This is an optimization exercise on Yosys and OpenROAD, whose aim is small area, not a production implementation. RTL that was checked went through simulation tests only; none was proved equivalent to the original. No activity file was given, so power comes from the tool's default toggle rates.

## v6
==> flow/design.v <==
module FPGA_ScoreBoard_TOP(
	input CLK_50MHZ,
	input BTN_WEST,
	input RS232_DCE_RXD,
	output RS232_DCE_TXD,
	output [21:0] NF_A,
	input [7:0] NF_D_I,
	output [7:0] NF_D_O,
	output NF_D_OE,
	output NF_CE, NF_BYTE, NF_OE,
	output reg NF_RP,
	output NF_WE, NF_WP
);
wire clk = CLK_50MHZ;
wire rst = BTN_WEST;
reg [1:0] bc;                  
reg [11:0] acc;
reg tick_rx, tick_tx;
reg [3:0] tdiv;                
wire [12:0] acc_sum = {1'b0, acc} + 13'd151;
always @(posedge clk)
	if (rst) begin acc <= 0; tick_rx <= 0; end
	else begin acc <= acc_sum[11:0]; tick_rx <= ~acc[11] & acc_sum[11]; end
always @(posedge clk)
	if (rst) begin tdiv <= 0; tick_tx <= 0; end
	else begin
		tick_tx <= tick_rx & (tdiv == 4'd7);
		if (tick_rx) tdiv <= tdiv + 1'b1;
	end
reg mdone;
wire mrst = ~mdone;
always @(posedge clk)
	if (rst) mdone <= 0;
	else if (acc == 12'd1943) mdone <= 1;
always @(posedge clk) NF_RP <= rst;
reg rx_s1, rx_s2, rx_m;
reg r2, r3;
reg [7:0] rc;
reg [7:0] rxdata;              
wire maj = (r3 & r2) | (r3 & rx_s2) | (r2 & rx_s2);
wire rx_idle = (rc == 8'd255);
wire bytedone = ~mrst & tick_rx & (rc == 8'd0);
wire rx_shift = ~mrst & tick_rx & ~rx_idle & (rc[3:0] == 4'd4);
always @(posedge clk)
	if (tick_rx) begin rx_s1 <= RS232_DCE_RXD; rx_s2 <= rx_s1; rx_m <= rx_s2; end
always @(posedge clk)
	if (mrst) rc <= 8'd255;
	else if (tick_rx) begin
		if (rx_idle) begin if (rx_m & ~rx_s2) rc <= 8'd143; end
		else begin
			rc <= rc - 1'b1;
			if (rc[3:0] == 4'd11) r3 <= rx_s2;
			if (rc[3:0] == 4'd8) r2 <= rx_s2;
		end
	end
always @(posedge clk)
	if (rx_shift & bc != 2'd2) rxdata <= {maj, rxdata[7:1]};
reg [4:0] ps;
reg cmd_q;
reg [7:0] R;                   
reg [3:0] ts;
wire tx_wait = (ts == 4'd12) | (ts == 4'd13);
wire pickup = tick_tx & tx_wait;
always @(posedge clk)
	if (rst) ps <= (ps == 5'd11) ? 5'd12 : (ps >= 5'd13 & ps <= 5'd22) ? 5'd31 : 5'd0;
	else if (bytedone) ps <= 5'd1;
	else if (ps == 5'd0) ps <= 5'd0;
	else if (ps <= 5'd3) begin if (tick_rx) ps <= ps + 1'b1; end
	else if (ps == 5'd7 & bc != 2'd2) ps <= 5'd0;
	else if (ps == 5'd29) ps <= 5'd30;
	else if (ps == 5'd30) begin if (mrst | pickup) ps <= 5'd0; end
	else if (ps == 5'd31) ps <= 5'd0;
	else ps <= ps + 1'b1;
always @(posedge clk)
	if (rst) bc <= 0;
	else if (ps == 5'd7) bc <= (bc == 2'd2) ? 2'd0 : bc + 1'b1;
always @(posedge clk)
	if (rst) begin if (ps == 5'd11) cmd_q <= 0; end
	else if (ps == 5'd7 & bc == 2'd0) cmd_q <= rxdata[0];
wire act = (ps >= 5'd14 & ps <= 5'd23) | (ps == 5'd31);
always @(posedge clk)
	if (mrst) ts <= 4'd11;
	else if (tick_tx) begin
		if (tx_wait) ts <= (ps == 5'd30) ? 4'd15 : 4'd12;
		else if (ts == 4'd15) ts <= 4'd0;
		else if (ts == 4'd9) ts <= 4'd13;
		else if (ts == 4'd11) ts <= 4'd12;
		else ts <= ts + 1'b1;
	end
assign RS232_DCE_TXD = (ts == 4'd0) ? 1'b0 : (ts == 4'd11 | ts == 4'd12 | ts == 4'd15) ? 1'b1 : ~R[0];
always @(posedge clk)
	if (ps == 5'd23 & cmd_q) R <= NF_D_I;
	else if ((rx_shift & bc == 2'd2) | (~mrst & tick_tx & ts >= 4'd1 & ts <= 4'd7)) R <= {maj, R[7:1]};
assign NF_A[21:8] = 14'd0;
assign NF_A[7:0] = rxdata;
assign NF_D_O = R;
assign NF_CE = ~act;
assign NF_OE = ~(act & cmd_q);
assign NF_WE = ~(act & ~cmd_q);
assign NF_D_OE = act & ~cmd_q;
assign NF_BYTE = 1'b0;
assign NF_WP = 1'b0;
endmodule
==> flow/config.mk <==
export PLATFORM = sky130hd
export DESIGN_NAME = FPGA_ScoreBoard_TOP
export DESIGN_NICKNAME = FPGA_ScoreBoard_TOP
export VERILOG_FILES = /design/flow/design.v
export SDC_FILE = /design/flow/constraint.sdc
export NUM_CORES = 4
export LEC_CHECK = 0
export CAP_MARGIN = 20
export CORE_MARGIN = 2
export CORE_UTILIZATION = 40
export CTS_BUF_LIST = sky130_fd_sc_hd__clkbuf_4
export CTS_CLUSTER_SIZE = 20
export SLEW_MARGIN = 20
==> flow/constraint.sdc <==
create_clock -name core_clock -period 20.0 [get_ports {CLK_50MHZ}]
set_input_delay 4.0000 -clock core_clock [delete_from_list [all_inputs] [get_ports {CLK_50MHZ}]]
set_output_delay 4.0000 -clock core_clock [all_outputs]
set_load 0.01 [all_outputs]
standard.sh (not shown) runs the stock make flow with config.mk's settings and CLKGATE_MAP_FILE= SYNTH_SCRIPT=/design/flow/synth_recipe.tcl, a recipe that flattens the netlist after the stock synthesis.
==> flow/flow/run.sh <==
#!/bin/bash
# Layout flow: the standard flow (standard.sh) with three synthesis/placement settings changed:
#  - adders are left to ABC instead of being mapped to half/full-adder cells (ADDER_MAP_FILE empty),
#  - ABC maps with Yosys's default area-oriented script instead of ORFS's speed script,
#  - ports are buffered with sky130_fd_sc_hd__buf_1.
# The synthesis script is synth_recipe.tcl with only its source line pointed at the edited copy of
# ORFS's synth.tcl, so synth still runs with -nofsm -noshare and the netlist is flattened and
# renamed as synth_recipe.tcl does. Each tool's output goes to the logs ORFS writes under orfs/logs;
# make's own output goes to flow_make.log.
set -euo pipefail
W=$(pwd)
sed 's|log_cmd abc {\*}\$abc_args|abc {*}[lrange $abc_args 2 end-2]|' \
  "$FLOW_HOME/scripts/synth.tcl" > "$W/flow_synth.tcl"
grep -q 'abc {\*}\[lrange \$abc_args 2 end-2\]' "$W/flow_synth.tcl"
sed "s|source \$::env(SCRIPTS_DIR)/synth.tcl|source $W/flow_synth.tcl|" \
  "$W/synth_recipe.tcl" > "$W/flow_synth_recipe.tcl"
grep -q "source $W/flow_synth.tcl" "$W/flow_synth_recipe.tcl"
sed "s|SYNTH_SCRIPT=[^ ]*|SYNTH_SCRIPT=$W/flow_synth_recipe.tcl|" "$W/standard.sh" > "$W/flow_standard.sh"
grep -q "SYNTH_SCRIPT=$W/flow_synth_recipe.tcl" "$W/flow_standard.sh"
bash "$W/flow_standard.sh" ADDER_MAP_FILE= "BUFFER_PORTS_ARGS=-buffer_cell sky130_fd_sc_hd__buf_1" finish \
  > "$W/flow_make.log" 2>&1
Here is what was changed in the inputs of v7 compared with v6.
diff --git a/flow/design.v b/flow/design.v
--- a/flow/design.v
+++ b/flow/design.v
@@ -14,24 +14,21 @@
 wire clk = CLK_50MHZ;
 wire rst = BTN_WEST;
 reg [1:0] bc;                  
-reg [11:0] acc;
+reg [15:0] acc;
 reg tick_rx, tick_tx;
-reg [3:0] tdiv;                
-wire [12:0] acc_sum = {1'b0, acc} + 13'd151;
+wire [15:0] acc_next = acc + 16'd151;
 always @(posedge clk)
-	if (rst) begin acc <= 0; tick_rx <= 0; end
-	else begin acc <= acc_sum[11:0]; tick_rx <= ~acc[11] & acc_sum[11]; end
-always @(posedge clk)
-	if (rst) begin tdiv <= 0; tick_tx <= 0; end
+	if (rst) begin acc <= 16'h0800; tick_rx <= 0; tick_tx <= 0; end
 	else begin
-		tick_tx <= tick_rx & (tdiv == 4'd7);
-		if (tick_rx) tdiv <= tdiv + 1'b1;
+		acc <= acc_next;
+		tick_rx <= acc[11] & ~acc_next[11];
+		tick_tx <= tick_rx & (acc[15:12] == 4'd8);
 	end
 reg mdone;
 wire mrst = ~mdone;
 always @(posedge clk)
 	if (rst) mdone <= 0;
-	else if (acc == 12'd1943) mdone <= 1;
+	else if (acc[11:0] == 12'd3991) mdone <= 1;
 always @(posedge clk) NF_RP <= rst;
 reg rx_s1, rx_s2, rx_m;
 reg r2, r3;
@@ -59,7 +56,7 @@
 reg cmd_q;
 reg [7:0] R;                   
 reg [3:0] ts;
-wire tx_wait = (ts == 4'd12) | (ts == 4'd13);
+wire tx_wait = (ts == 4'd0) | (ts == 4'd15);
 wire pickup = tick_tx & tx_wait;
 always @(posedge clk)
 	if (rst) ps <= (ps == 5'd11) ? 5'd12 : (ps >= 5'd13 & ps <= 5'd22) ? 5'd31 : 5'd0;
@@ -79,18 +76,16 @@
 	else if (ps == 5'd7 & bc == 2'd0) cmd_q <= rxdata[0];
 wire act = (ps >= 5'd14 & ps <= 5'd23) | (ps == 5'd31);
 always @(posedge clk)
-	if (mrst) ts <= 4'd11;
+	if (mrst) ts <= 4'd1;
 	else if (tick_tx) begin
-		if (tx_wait) ts <= (ps == 5'd30) ? 4'd15 : 4'd12;
-		else if (ts == 4'd15) ts <= 4'd0;
-		else if (ts == 4'd9) ts <= 4'd13;
-		else if (ts == 4'd11) ts <= 4'd12;
+		if (tx_wait) ts <= (ps == 5'd30) ? 4'd4 : 4'd0;
+		else if (ts[3:2] == 2'b00) ts <= 4'd0;
 		else ts <= ts + 1'b1;
 	end
-assign RS232_DCE_TXD = (ts == 4'd0) ? 1'b0 : (ts == 4'd11 | ts == 4'd12 | ts == 4'd15) ? 1'b1 : ~R[0];
+assign RS232_DCE_TXD = (ts <= 4'd4) | ((ts >= 4'd6) & ~R[0]);
 always @(posedge clk)
 	if (ps == 5'd23 & cmd_q) R <= NF_D_I;
-	else if ((rx_shift & bc == 2'd2) | (~mrst & tick_tx & ts >= 4'd1 & ts <= 4'd7)) R <= {maj, R[7:1]};
+	else if ((rx_shift & bc == 2'd2) | (~mrst & tick_tx & ts >= 4'd6 & ts <= 4'd12)) R <= {maj, R[7:1]};
 assign NF_A[21:8] = 14'd0;
 assign NF_A[7:0] = rxdata;
 assign NF_D_O = R;
Notes after the runs:
Compared with v6, v7 shows a higher area growth from synthesis to layout. Shortest period the worst path allows: v7 higher than v6. For count of pins over their slew limit, v7 and v6 come out practically identical. v6 consumes less power than v7. | smallest setup slack after layout | lower: v7 |. The higher non-clock inverter count in the final layout came out of v6. | HPWL reported at the end of detailed placement | v7 vs v6 | better |. Delta (v7 minus v6): CTS sink count held, share of final layout cell area taken by non-clock buffers held, minimum setup slack among reg-to-reg paths went up 0.10 ns, sequential share of layout area went down 0.38 points, peak per-stage delay on the critical path went down 0.10 ns. Routed length on met1 (v7 vs. v6) increases by a little under 10%. Met1 track utilization from global routing, v7 and v6: larger value in v7.
Function not checked in v7: the RTL went through the layout flow alone.

[port drivers added, routing unchanged]
In the flow no input, the clock included, has a driving cell. The finished layouts below were timed again as built, in two steps.
Step 1: set_driving_cell puts a clkbuf_16 on CLK_50MHZ and a buf_2 on each other input, an assumption about the parent block.
Step 2 adds t to the input delays and takes it off the output delays; t is the mean of the earliest and latest rising clock arrival at the registers after step 1. Input paths then give back, and output paths get back, about the clock's delay inside the block.
Three values: no drivers, after step 1, after step 2; two values: the first two.
run | t (ns) | setup slack, ns | worst data-port slew with drivers (ns) | cell pins on the clock port's net
v6 | 0.408 | 14.295 / 14.268 / 14.676 | 0.03 | 1
v7 | 0.431 | 14.222 / 14.195 / 14.499 | 0.03 | 1
After both steps every run listed still meets setup and hold.
